Source: an optimization exercise on an open RTL-to-GDS flow (aim: small area, a short achievable clock period and few clock cycles per item). Production flows keep margins and buffers that such runs may drop. Power figures rest on the tool's default switching activity, not on a simulated workload.

== build 39 ==
==> flow/design.v (excerpt) <==
module TopModule
#(
      parameter integer   AXI_DATA_WIDTH	  = 32
    , parameter integer   AXI_ADDR_WIDTH	  = 8
)
(
    input  logic                              clk
  , input  logic                              areset_n
  , input  logic [AXI_ADDR_WIDTH - 1 : 0]     S00_AXI_AWADDR
  , input  logic                              S00_AXI_AWVALID
  , output logic                              S00_AXI_AWREADY
  , input  logic [AXI_DATA_WIDTH - 1 : 0]     S00_AXI_WDATA
  , input  logic [(AXI_DATA_WIDTH/8)-1 : 0]   S00_AXI_WSTRB
  , input  logic                              S00_AXI_WVALID
  , output logic                              S00_AXI_WREADY
  , output logic [1 : 0]                      S00_AXI_BRESP
  , output logic                              S00_AXI_BVALID
  , input  logic                              S00_AXI_BREADY
  , input  logic [AXI_ADDR_WIDTH - 1 : 0]     S00_AXI_ARADDR
  , input  logic                              S00_AXI_ARVALID
  , output logic                              S00_AXI_ARREADY
  , output logic [AXI_DATA_WIDTH - 1 : 0]     S00_AXI_RDATA
  , output logic [1 : 0]                      S00_AXI_RRESP
  , output logic                              S00_AXI_RVALID
  , input  logic                              S00_AXI_RREADY
);
For scale: roughly 1600 cells after synthesis, about 730 flip-flops, roughly 100 I/O pins, about 28000 µm² of cells after synthesis.
==> flow/config.mk <==
export PLATFORM = sky130hd
export DESIGN_NAME = TopModule
export DESIGN_NICKNAME = TopModule
export VERILOG_FILES = /design/flow/design.v
export SDC_FILE = /design/flow/constraint.sdc
export NUM_CORES = 4
export LEC_CHECK = 0
export CAP_MARGIN = 20
export CORE_MARGIN = 2
export CORE_UTILIZATION = 50
export SETUP_SLACK_MARGIN = 2.6
export SLEW_MARGIN = 20
==> flow/constraint.sdc <==
create_clock -name core_clock -period 4.5 [get_ports {clk}]
set_input_delay 0.9000 -clock core_clock [delete_from_list [all_inputs] [get_ports {clk}]]
set_output_delay 0.9000 -clock core_clock [all_outputs]
set_load 0.01 [all_outputs]
run.sh (not shown) runs the stock make flow with config.mk's settings and CLKGATE_MAP_FILE= SYNTH_SCRIPT=/design/flow/synth_recipe.tcl, a recipe that flattens the netlist after the stock synthesis.
Build 39 ran to completion and came out clean on the timing, DRC and antenna checks.
Modified inputs, build 43 compared to build 39
Settings: CTS_CLUSTER_DIAMETER now 80, previously not set; CTS_CLUSTER_SIZE now 25, previously not set.
Findings:
In the metrics for build 39 and build 43, the one carrying the higher count of clock-net buffers in the final layout is build 39. Between build 43 and build 39, it is build 43 whose worst path arrival time is lower, by 40 ps. As far as area of the core goes, build 43 and build 39 are indistinguishable; the numbers are identical. Core utilization came out lower on build 43 than on build 39. Summary of build 43 over build 39: instance count of the mapped netlist level; total sequential power neither gained nor lost much; fmax has decreased; share of power burned in combinational logic now larger.
### build 43 -> build 47
Settings: a deleted CTS_CLUSTER_DIAMETER that had been 80; a deleted CTS_CLUSTER_SIZE that had been 25; a change of SETUP_SLACK_MARGIN from 2.6 to 2.3.
Findings:
The count of max-cap constraint violations was comparable across build 43 and build 47.
Cell count: build 47 lower than build 43
Taking build 43 as the reference, in build 47 area overhead of the layout relative to synthesis down 1.7 points, worst setup slack decreased by 60 ps relative to the old numbers.
Overall global routing resource usage, build 43 and build 47: higher on build 43
Build 47 vs build 43: via count down slightly
Cmp build 43 and build 47 / post-layout total power / higher: build 47
Clock-buffer cell count (build 47 vs. build 43) increases by more than 100%
Against build 43, reg-to-reg setup timing slack in build 47 came out worse.
| average wire per standard cell | lower: build 47 |
### build 47 -> build 97
Settings: ABC_CLOCK_PERIOD_IN_PS: unset -> 1500; SETUP_SLACK_MARGIN: 2.3 -> 2.6.
==> comparison <==
For placement-stage cell area, build 47 and build 97 come out practically identical.
Max relative area change from synthesis to final layout across build 47 and build 97: build 97
Against build 47, build 97 reports a power that is higher.
Between build 47 and build 97, the sequential share of power is higher for build 47.
From build 47 to build 97 the numbers moved as follows: share of power burned in combinational logic went up 0.4 points; relative contribution of the clock network to total power up 0.6 points; final worst setup slack higher; met3 routed wirelength went up.
Per the comparison of build 97 with build 47, design internal power grew by 0.26 mW; clock-buffer cell count now sits lower.
The non-clock buffer count reported for build 97 is greater than that of build 47 by about 30%.
No functional check of the RTL was part of any run of this note.

========
== P ==
The RTL this note starts from:
==> flow/design.v <==
module S00_AXI
#(
	  parameter integer AXI_DATA_WIDTH	= 32
	, parameter integer AXI_ADDR_WIDTH	= 8
	, parameter integer AXI_REGS_COUNT	= 20
)
(
	  input  logic                              AXI_ACLK
	, input  logic                              AXI_ARESETN
	, input  logic [AXI_ADDR_WIDTH - 1 : 0]     AXI_AWADDR
	, input  logic                              AXI_AWVALID
	, output logic                              AXI_AWREADY
	, input  logic [AXI_DATA_WIDTH - 1 : 0]     AXI_WDATA
	, input  logic [(AXI_DATA_WIDTH/8)-1 : 0]   AXI_WSTRB
	, input  logic                              AXI_WVALID
	, output logic                              AXI_WREADY
	, output logic [1 : 0]                      AXI_BRESP
	, output logic                              AXI_BVALID
	, input  logic                              AXI_BREADY
	, input  logic [AXI_ADDR_WIDTH - 1 : 0]     AXI_ARADDR
	, input  logic                              AXI_ARVALID
	, output logic                              AXI_ARREADY
	, output logic [AXI_DATA_WIDTH - 1 : 0]     AXI_RDATA
	, output logic [1 : 0]                      AXI_RRESP
	, output logic                              AXI_RVALID
	, input  logic                              AXI_RREADY
);
	localparam integer NBYTES = AXI_DATA_WIDTH/8;
	assign AXI_AWREADY = 1'b1;
	assign AXI_WREADY  = 1'b1;
	assign AXI_ARREADY = 1'b1;
	assign AXI_BRESP   = 2'b00;
	assign AXI_RRESP   = 2'b00;
	logic rst_q;
	always_ff @(posedge AXI_ACLK) rst_q <= ~AXI_ARESETN;
	logic                          aw_got, w_got, bvalid, rvalid;
	logic [4:0]                    waddr;
	logic [NBYTES - 1 : 0]         wstrb;
	logic [AXI_DATA_WIDTH - 1 : 0] rdata;
	logic [AXI_DATA_WIDTH - 1 : 0] regs [AXI_REGS_COUNT];
	logic aw_ok, w_ok, wr;
	assign aw_ok = aw_got | AXI_AWVALID;
	assign w_ok  = w_got  | AXI_WVALID;
	assign wr    = aw_ok & w_ok;
	always_ff @(posedge AXI_ACLK)
	begin
		if (!AXI_ARESETN)
		begin
			aw_got <= 1'b0;
			w_got  <= 1'b0;
			bvalid <= 1'b0;
			rvalid <= 1'b0;
		end
		else
		begin
			aw_got <= aw_ok & ~w_ok;
			w_got  <= w_ok & ~aw_ok;
			bvalid <= bvalid ? ~AXI_BREADY : wr;
			rvalid <= rvalid ? ~AXI_RREADY : AXI_ARVALID;
		end
	end
	assign AXI_BVALID = bvalid;
	assign AXI_RVALID = rvalid;
	always_ff @(posedge AXI_ACLK)
	begin
		if (!aw_got) waddr <= AXI_AWADDR[6:2];
		if (!w_got)  wstrb <= AXI_WSTRB;
	end
	logic [4:0]                    wa;
	logic [NBYTES - 1 : 0]         ws;
	logic [AXI_DATA_WIDTH - 1 : 0] wd;
	assign wa = aw_got ? waddr : AXI_AWADDR[6:2];
	assign ws = w_got  ? wstrb : AXI_WSTRB;
	assign wd = (w_got ? rdata : AXI_WDATA) & {AXI_DATA_WIDTH{~rst_q}};
	genvar r, b;
	generate
		for (r = 0; r < AXI_REGS_COUNT; r = r + 1)
		begin : g_row
			for (b = 0; b < NBYTES; b = b + 1)
			begin : g_byte
				logic ld;
				assign ld = rst_q | (wr & (wa == r) & ws[b]);
				always_ff @(posedge AXI_ACLK)
					if (ld) regs[r][b*8 +: 8] <= wd[b*8 +: 8];
			end
		end
	endgenerate
	logic [AXI_DATA_WIDTH - 1 : 0] rnext;
	always_comb
	begin
		rnext = {AXI_DATA_WIDTH{AXI_WVALID}} & AXI_WDATA;
		for (integer i = 0; i < AXI_REGS_COUNT; i = i + 1)
			rnext = rnext | ({AXI_DATA_WIDTH{AXI_ARVALID & (AXI_ARADDR[6:2] == i)}} & regs[i]);
	end
	always_ff @(posedge AXI_ACLK)
		if (!rvalid & !w_got) rdata <= rnext;
	assign AXI_RDATA = rdata;
endmodule
module TopModule
#(
      parameter integer   AXI_DATA_WIDTH	  = 32
    , parameter integer   AXI_ADDR_WIDTH	  = 8
)
(
    input  logic                              clk
  , input  logic                              areset_n
  , input  logic [AXI_ADDR_WIDTH - 1 : 0]     S00_AXI_AWADDR
  , input  logic                              S00_AXI_AWVALID
  , output logic                              S00_AXI_AWREADY
  , input  logic [AXI_DATA_WIDTH - 1 : 0]     S00_AXI_WDATA
  , input  logic [(AXI_DATA_WIDTH/8)-1 : 0]   S00_AXI_WSTRB
  , input  logic                              S00_AXI_WVALID
  , output logic                              S00_AXI_WREADY
  , output logic [1 : 0]                      S00_AXI_BRESP
  , output logic                              S00_AXI_BVALID
  , input  logic                              S00_AXI_BREADY
  , input  logic [AXI_ADDR_WIDTH - 1 : 0]     S00_AXI_ARADDR
  , input  logic                              S00_AXI_ARVALID
  , output logic                              S00_AXI_ARREADY
  , output logic [AXI_DATA_WIDTH - 1 : 0]     S00_AXI_RDATA
  , output logic [1 : 0]                      S00_AXI_RRESP
  , output logic                              S00_AXI_RVALID
  , input  logic                              S00_AXI_RREADY
);
  S00_AXI
  #(
      .AXI_DATA_WIDTH(AXI_DATA_WIDTH)
    , .AXI_ADDR_WIDTH(AXI_ADDR_WIDTH)
    , .AXI_REGS_COUNT(20)
  )
  axi_slave
  (
      .AXI_ACLK(        clk)
    , .AXI_ARESETN(     areset_n)
    , .AXI_AWADDR(      S00_AXI_AWADDR)
    , .AXI_AWVALID(     S00_AXI_AWVALID)
    , .AXI_AWREADY(     S00_AXI_AWREADY)
    , .AXI_WDATA(       S00_AXI_WDATA)
    , .AXI_WSTRB(       S00_AXI_WSTRB)
    , .AXI_WVALID(      S00_AXI_WVALID)
    , .AXI_WREADY(      S00_AXI_WREADY)
    , .AXI_BRESP(       S00_AXI_BRESP)
    , .AXI_BVALID(      S00_AXI_BVALID)
    , .AXI_BREADY(      S00_AXI_BREADY)
    , .AXI_ARADDR(      S00_AXI_ARADDR)
    , .AXI_ARVALID(     S00_AXI_ARVALID)
    , .AXI_ARREADY(     S00_AXI_ARREADY)
    , .AXI_RDATA(       S00_AXI_RDATA)
    , .AXI_RRESP(       S00_AXI_RRESP)
    , .AXI_RVALID(      S00_AXI_RVALID)
    , .AXI_RREADY(      S00_AXI_RREADY)
  );
endmodule
Settings: LEC_CHECK=0, CAP_MARGIN=20, CORE_MARGIN=2, CORE_UTILIZATION=50, SETUP_SLACK_MARGIN=2.5, SLEW_MARGIN=20; clock period 4.5 ns.
P finished all stages; the layout is clean.
Inputs modified between P and Q:
# P
export LEC_CHECK = 0
export CAP_MARGIN = 20
export CORE_MARGIN = 2
export CORE_UTILIZATION = 50
export SETUP_SLACK_MARGIN = 2.5
export SLEW_MARGIN = 20
create_clock -name core_clock -period 4.5 [get_ports {clk}]
# Q
export LEC_CHECK = 0
export CAP_MARGIN = 20
export CORE_MARGIN = 2
export CORE_UTILIZATION = 50
export CTS_BUF_LIST = sky130_fd_sc_hd__clkbuf_4 sky130_fd_sc_hd__clkbuf_8
export CTS_CLUSTER_SIZE = 25
export SETUP_SLACK_MARGIN = 2.5
export SLEW_MARGIN = 20
create_clock -name core_clock -period 4.5 [get_ports {clk}]
Notes after the runs:
- Between P and Q, first-iteration DRC count decreased.
- Fraction of final layout cells with drive strength greater than 1 is lower on Q
- Q completed every stage of the flow, and the final layout passed the timing, DRC and antenna checks.
- [compare] base=P new=Q: delay of the slowest cell on the worst path went up 0.03 ns, cell-internal power went down 4.4%, synthesis-to-finish area growth went down 3.3 points, insertion delay of the later-clocked pin in the worst-skew pair went up 0.14 ns.
- Looking at worst vdd rail ir drop across both flows, Q is the weaker of the two, with P ahead.
- Q vs. P: power per standard cell area went down by 0.95%.
Function was not checked in any run of this note: the RTL went through the layout flow alone.

========
the previous run:
Another version of the RTL of TopModule (not shown whole).
Size in the first run: roughly 720 flip-flops, roughly 100 I/O pins, ~28000 µm² of cells after synthesis.
Settings: LEC_CHECK=0, CAP_MARGIN=20, CORE_MARGIN=2, CORE_UTILIZATION=40, SETUP_SLACK_MARGIN=2.5, SLEW_MARGIN=20; clock period 4.5 ns.
The previous run reached the final stage; the timing, DRC and antenna checks on its layout passed.
> inputs changed (the previous run -> the current run)
Settings: a change of CORE_UTILIZATION from 40 to 60.
Notes after the runs:
Cmp the current run and the previous run / core utilization / higher: the current run
The current run ends up with a area growth from synthesis to final layout that is 2.9 points lower than in the previous run.
Between the previous run and the current run, post-layout net count decreased.
Going from the previous run to the current run, the count of filler cells inserted in the layout was found to have gone down by 2904.
On detailed-placement wirelength estimate, the previous run loses to the current run.
The current run against the previous run: initial core utilization now larger, height of the die shrank by 18%, wire length flat.
The actual transition at the worst max-transition pin in the current run was lower than what the previous run gave.
Required arrival time at the worst endpoint was lower in the run labelled the current run.
Function was not checked in any run of this note: the RTL went through the layout flow alone.

========
run A:
Another version of the RTL of TopModule (not shown whole).
For scale: ~2200 cells after synthesis, roughly 100 I/O pins, ~0.025 mm^2 of cells after synthesis.
Settings: LEC_CHECK=0, CAP_MARGIN=20, CORE_MARGIN=2, CORE_UTILIZATION=50, CTS_CLUSTER_DIAMETER=80, CTS_CLUSTER_SIZE=25, SETUP_SLACK_MARGIN=2.6, SLEW_MARGIN=20, SYNTH_HIERARCHICAL=1, SYNTH_MINIMUM_KEEP_SIZE=0; clock period 4.5 ns.
Changes in run B relative to run A:
Settings: swapping 2.6 for 2.5 in SETUP_SLACK_MARGIN.
==> flow/flow/run.sh (new file) <==
#!/bin/bash
# The standard layout, with the port buffers inserted as buf_4 rather than the
# weakest buffer (the resizer still sizes them where timing needs it).
set -euo pipefail
bash standard.sh BUFFER_PORTS_ARGS="-buffer_cell sky130_fd_sc_hd__buf_4" finish > standard.log 2>&1
==> flow/standard.sh (new file) <==
#!/bin/bash
# synth_recipe.tcl (not shown) runs the flow's synth.tcl, then flattens the netlist and writes it again
# the make line also repeats each setting of config.mk as NAME=value (left out here)
make -C /OpenROAD-flow-scripts/flow DESIGN_CONFIG=/design/flow/config.mk WORK_HOME=/design/flow/orfs CLKGATE_MAP_FILE= SYNTH_SCRIPT=/design/flow/synth_recipe.tcl "${@:-finish}"
removed: flow/run.sh
When the final numbers for run A and run B were put side by side, the per-cell routed wire length turned out to be greater in run A.
Initial antenna violation count is higher on run A
Taking run A as the reference, in run B reported combinational group power lost about 5%, design area lost about 5%, met1 capacity usage during global routing lost 3.8 points, total power neither gained nor lost much.
#### Input delta (run C over run B)
==> flow/run.sh (new file) <==
#!/bin/bash
# synth_recipe.tcl (not shown) runs the flow's synth.tcl, then flattens the netlist and writes it again
# the make line also repeats each setting of config.mk as NAME=value (left out here)
make -C /OpenROAD-flow-scripts/flow DESIGN_CONFIG=/design/flow/config.mk WORK_HOME=/design/flow/orfs CLKGATE_MAP_FILE= SYNTH_SCRIPT=/design/flow/synth_recipe.tcl finish
removed: flow/flow/run.sh
removed: flow/standard.sh
Higher share of the clock period used by the worst path after layout was reported by run C, not run B. Of run C and run B, the lower wire length of the first global-routing pass belongs to run B. Detailed router's first-iteration violation count was lower in run B than in run C. On run C: total power divided by cell area is 4.0% lower than what run B gave. Core util | run C vs run B | run C higher. The total length of routed wires of run C was inferior to that of run B. Run C: sequential share of cell area lower than run B. Diff run B -> run C: worst clock skew on the final layout held; die area roughly the same.
Function was not checked in any run of this note: the RTL went through the layout flow alone.

========
Another version of the RTL of TopModule (not shown whole).
For scale: about 100 I/O pins, ~25000 um^2 of cells after synthesis.
make LEC_CHECK=0 CAP_MARGIN=20 CORE_MARGIN=2 CORE_UTILIZATION=70 CTS_CLUSTER_DIAMETER=80 CTS_CLUSTER_SIZE=25 SETUP_SLACK_MARGIN=2.5 SLEW_MARGIN=20 SYNTH_HIERARCHICAL=1 SYNTH_MINIMUM_KEEP_SIZE=0 finish   # period 4.5 ns
Stock flow here: none of the scripts above is used.
The starting point ran to the end with no violations.
Then changed:
CORE_UTILIZATION = 50   (was 70)
Outcome:
- synthesized cell count is unchanged
- total power came out higher by a few percent
- worst hold slack is about the same
- die area came out higher by well over a third
- design area came out higher slightly
- core utilization came out lower by 22 points
- sequential cell count does not change
- critical path depth came out lower by 5
- synthesized area is unchanged
- maximum frequency hardly moves
- first-iteration DRC count came out lower by a few percent
Then changed:
TNS_END_PERCENT = 10   (was default)
The new run ran to the end with no violations.
Non-clock buffer count goes down by 4.
Via count goes up by about 1.1%.
Routed wire length goes down by 0.75%.
Hold slack is about the same.
Final area goes down by 0.48%.
Sequential share of layout area goes up by 0.15 points.
Area after synthesis stays the same.
Die area does not change.
Setup slack degrades by 0.094 ns.
Then changed:
==> flow/flow/run.sh (new file) <==
#!/bin/bash
# The standard layout, with the port buffers inserted as buf_4 rather than the
# weakest buffer (the resizer still sizes them where timing needs it).
set -euo pipefail
bash standard.sh BUFFER_PORTS_ARGS="-buffer_cell sky130_fd_sc_hd__buf_4" finish > standard.log 2>&1
==> flow/standard.sh (new file) <==
#!/bin/bash
# synth_recipe.tcl (not shown) runs the flow's synth.tcl, then flattens the netlist and writes it again
# the make line also repeats each setting of config.mk as NAME=value (left out here)
make -C /OpenROAD-flow-scripts/flow DESIGN_CONFIG=/design/flow/config.mk WORK_HOME=/design/flow/orfs CLKGATE_MAP_FILE= SYNTH_SCRIPT=/design/flow/synth_recipe.tcl "${@:-finish}"
TNS_END_PERCENT = default   (was 10)
removed: flow/run.sh
What happened:
- The new run completed with no timing, DRC or antenna violations
- design area went down by 2.7%
- clock-buffer cell count went down by 1
- global-route usage went down by 2.2 points
- routed wire length came out lower by 6.7%
- area after synthesis is unchanged
- fmax rose by 1.7%
- flip-flop and latch count stays the same
- first-iteration DRC count fell by 10%
- worst hold slack stays flat
Function was not checked in any run of this note: the RTL went through the layout flow alone.

## port drivers added, routing unchanged
In the flow no input, the clock included, has a driving cell. The finished layouts below were timed again as built, in two steps. Step 1 assumes that a clkbuf_16 drives the clock port and a buf_2 every other input. Step 2, shift: input delay + t, output delay - t, t = (earliest + latest rising clock arrival at the registers) / 2. This alone moves slack from input paths to output paths. Slacks: ideal / step 1 / step 2; pairs: ideal / step 1.
| run | t (ns) | setup slack, ns | worst register clock-pin slew, ns | pins driven straight from the clock port |
|---|---|---|---|---|
| build 39 | 0.681 | 2.318 / 2.259 / 1.578 | 0.07 / 0.07 | 1 |
| build 43 | 0.653 | 2.262 / 2.200 / 1.547 | 0.10 / 0.10 | 1 |
| build 47 | 0.669 | 2.203 / 2.130 / 1.461 | 0.06 / 0.06 | 1 |
| build 97 | 0.681 | 2.318 / 2.259 / 1.578 | 0.07 / 0.07 | 1 |
| P | 0.681 | 2.129 / 2.129 / 1.501 | 0.07 / 0.07 | 1 |
| Q | 0.812 | 2.169 / 2.125 / 1.461 | 0.07 / 0.07 | 1 |
| the previous run | 0.691 | 2.284 / 2.068 / 1.377 | 0.07 / 0.07 | 1 |
| the current run | 0.672 | 2.222 / 2.026 / 1.354 | 0.07 / 0.07 | 1 |
| run A | 0.645 | 2.457 / 2.393 / 1.981 | 0.10 / 0.10 | 1 |
| run B | 0.643 | 2.470 / 2.464 / 1.864 | 0.10 / 0.10 | 1 |
| run C | 0.645 | 2.451 / 2.387 / 1.879 | 0.10 / 0.10 | 1 |
| the first run of note 5 | 0.615 | 2.512 / 2.473 / 1.929 | 0.10 / 0.10 | 1 |
| the second run of note 5 | 0.653 | 2.509 / 2.445 / 1.927 | 0.10 / 0.10 | 1 |
| the third run of note 5 | 0.647 | 2.415 / 2.356 / 1.817 | 0.10 / 0.10 | 1 |
| the fourth run of note 5 | 0.641 | 2.451 / 2.471 / 1.843 | 0.10 / 0.10 | 1 |
After both steps setup and hold are still met in every run listed. For the previous run, which loses most, drivers alone change the setup slack by -0.216 ns; drivers and shift together by -0.907 ns.
